What follows belongs to an exercise in optimizing a design on an open flow for small area; a production flow would make more cautious choices. In this exercise RTL edits were held to simulation tests only and were not proved equivalent to the original.

Setup of rev 12:
// fp_mult
module fp_mult (
    input  var logic        clk,
    input  var logic        rst,
    input  var logic        valid_i,
    input  var logic [31:0] num_a_i,
    input  var logic [31:0] num_b_i,
    output var logic [31:0] num_o,
    output var logic        valid_o
);
logic        sa, sb;
logic [7:0]  ea, eb;
logic [22:0] fa, fb;
logic        pn_a, pn_b, pn;
logic [23:0] n0, n1, n2, n3;
logic [23:0] y0;
logic [7:0]  raw0;
always_comb begin
    {sa, ea, fa} = num_a_i;
    {sb, eb, fb} = num_b_i;
    pn_a = (ea == 8'd0) & eb[7];
    pn_b = (eb == 8'd0) & ea[7];
    pn   = pn_a | pn_b;
    n0   = pn_b ? {1'b0, fb} : {(ea != 8'd0), fa};
    y0   = pn_b ? {1'b1, fa} : {(eb != 8'd0), fb};
    n1   = (pn & ~|n0[23:8])  ? {n0[7:0], 16'd0} : n0;
    n2   = (pn & ~|n1[23:16]) ? {n1[15:0], 8'd0} : n1;
    n3   = (pn & ~|n2[23:20]) ? {n2[19:0], 4'd0} : n2;
    raw0 = ea + eb;
end
logic [23:0] x_q, y_q;
logic [7:0]  raw_q;
logic        hi_q, lo_q, pn_q, sign_q, valid_q;
always_ff @(posedge clk) begin
    x_q    <= n3;
    y_q    <= y0;
    raw_q  <= raw0;
    hi_q   <= ea[7] & eb[7];
    lo_q   <= ~ea[7] & ~eb[7];
    pn_q   <= pn;
    sign_q <= sa ^ sb;
end
always_ff @(posedge clk)
    if (rst) valid_q <= 1'b0;
    else     valid_q <= valid_i;
logic [11:0] s1, s2, s3;
always_comb
    for (int i = 0; i < 12; i++) begin
        s1[i] = ~y_q[2*i+1] &  y_q[2*i];
        s2[i] =  y_q[2*i+1] & ~y_q[2*i];
        s3[i] =  y_q[2*i+1] &  y_q[2*i];
    end
wire w1;
wire w2;
ha_cell u_w1 (.a(x_q[1]), .b(x_q[0]), .s(w1), .co(w2));
wire w3;
wire w4;
ha_cell u_w3 (.a(x_q[2]), .b(x_q[1]), .s(w3), .co(w4));
wire w5;
wire w6;
ha_cell u_w5 (.a(x_q[3]), .b(x_q[2]), .s(w5), .co(w6));
wire w7;
wire w8;
ha_cell u_w7 (.a(x_q[4]), .b(x_q[3]), .s(w7), .co(w8));
wire w9;
wire w10;
ha_cell u_w9 (.a(x_q[5]), .b(x_q[4]), .s(w9), .co(w10));
wire w11;
wire w12;
ha_cell u_w11 (.a(x_q[6]), .b(x_q[5]), .s(w11), .co(w12));
wire w13;
wire w14;
ha_cell u_w13 (.a(x_q[7]), .b(x_q[6]), .s(w13), .co(w14));
wire w15;
wire w16;
ha_cell u_w15 (.a(x_q[8]), .b(x_q[7]), .s(w15), .co(w16));
wire w17;
wire w18;
ha_cell u_w17 (.a(x_q[9]), .b(x_q[8]), .s(w17), .co(w18));
wire w19;
wire w20;
  ...
For scale: about 1600 cells after synthesis, roughly 100 I/O pins, ~16000 sq um of cells after synthesis.
make LEC_CHECK=0 CAP_MARGIN=20 CELL_PAD_IN_SITES_DETAIL_PLACEMENT=2 CELL_PAD_IN_SITES_GLOBAL_PLACEMENT=2 CORE_MARGIN=2 CORE_UTILIZATION=40 CTS_BUF_LIST='sky130_fd_sc_hd__clkbuf_4 sky130_fd_sc_hd__clkbuf_8' SLEW_MARGIN=20 SYNTH_HIERARCHICAL=1 finish   # period 8.5 ns
run.sh (not shown) runs the stock make flow with config.mk's settings and CLKGATE_MAP_FILE= SYNTH_SCRIPT=/design/flow/synth_recipe.tcl, a recipe that flattens the netlist after the stock synthesis.
> inputs changed (rev 12 -> rev 13)
- CORE_UTILIZATION now 50, was 40
- BUFFER_PORTS_ARGS now -buffer_cell sky130_fd_sc_hd__buf_1, previously not set
- CTS_BUF_LIST no longer set, was sky130_fd_sc_hd__clkbuf_4 sky130_fd_sc_hd__clkbuf_8
- RECOVER_POWER now 100, previously not set
==> flow/flow/run.sh (new file) <==
#!/bin/bash
# The standard layout (standard.sh: its synthesis and the ORFS steps to
# finish), with two changes:
# - the buffers that buffer_ports puts on every input and output port are the
#   smallest buffer cell, sky130_fd_sc_hd__buf_1 (repair may still resize them);
# - after global routing, cells on paths with positive slack are downsized
#   (ORFS RECOVER_POWER).
set -e
echo 'export BUFFER_PORTS_ARGS = -buffer_cell sky130_fd_sc_hd__buf_1' >> config.mk
echo 'export RECOVER_POWER = 100' >> config.mk
bash standard.sh > standard.log 2>&1
==> flow/standard.sh (new file) <==
#!/bin/bash
# synth_recipe.tcl (not shown) runs the flow's synth.tcl, then flattens the netlist and writes it again
# the make line also repeats each setting of config.mk as NAME=value (left out here)
make -C /OpenROAD-flow-scripts/flow DESIGN_CONFIG=/design/flow/config.mk WORK_HOME=/design/flow/orfs CLKGATE_MAP_FILE= SYNTH_SCRIPT=/design/flow/synth_recipe.tcl "${@:-finish}"
removed: flow/run.sh
For rev 13, the flow was terminated by a tool error in 4_1_cts and produced no final design.
Diff rev 12..rev 13 | clock net sink count | unchanged
Number of buffers inserted by hold repair at cts: rev 12 vs rev 13 identical
As far as XOR/XNOR share of the synthesized area goes, rev 13 and rev 12 are indistinguishable; the numbers are identical.

## separate check: timing with driven ports
In the flow no input, the clock included, has a driving cell. The finished layout below was timed again as built, in two steps. Step 1: set_driving_cell puts a clkbuf_16 on clk and a buf_2 on each other input, an assumption about the parent block. Step 2 times the ports against the registers' clock, not the clock port: input delays grow and output delays shrink by t, the midpoint of the rising clock arrivals with the driver on. Three values: no drivers, after step 1, after step 2; two values: the first two.
run: rev 12
t, ns: 0.466
slack for setup (ns): 0.399 / 0.399 / 0.399
worst hold slack (ns): 0.351 / 0.351 / 0.351
worst register clock-pin slew, ns: 0.12 / 0.12
cell pins on the clock port's net: 1
After both steps setup and hold are still met in rev 12. The setup slack of rev 12 moves by 0.000 ns with the drivers and by 0.000 ns with both steps.
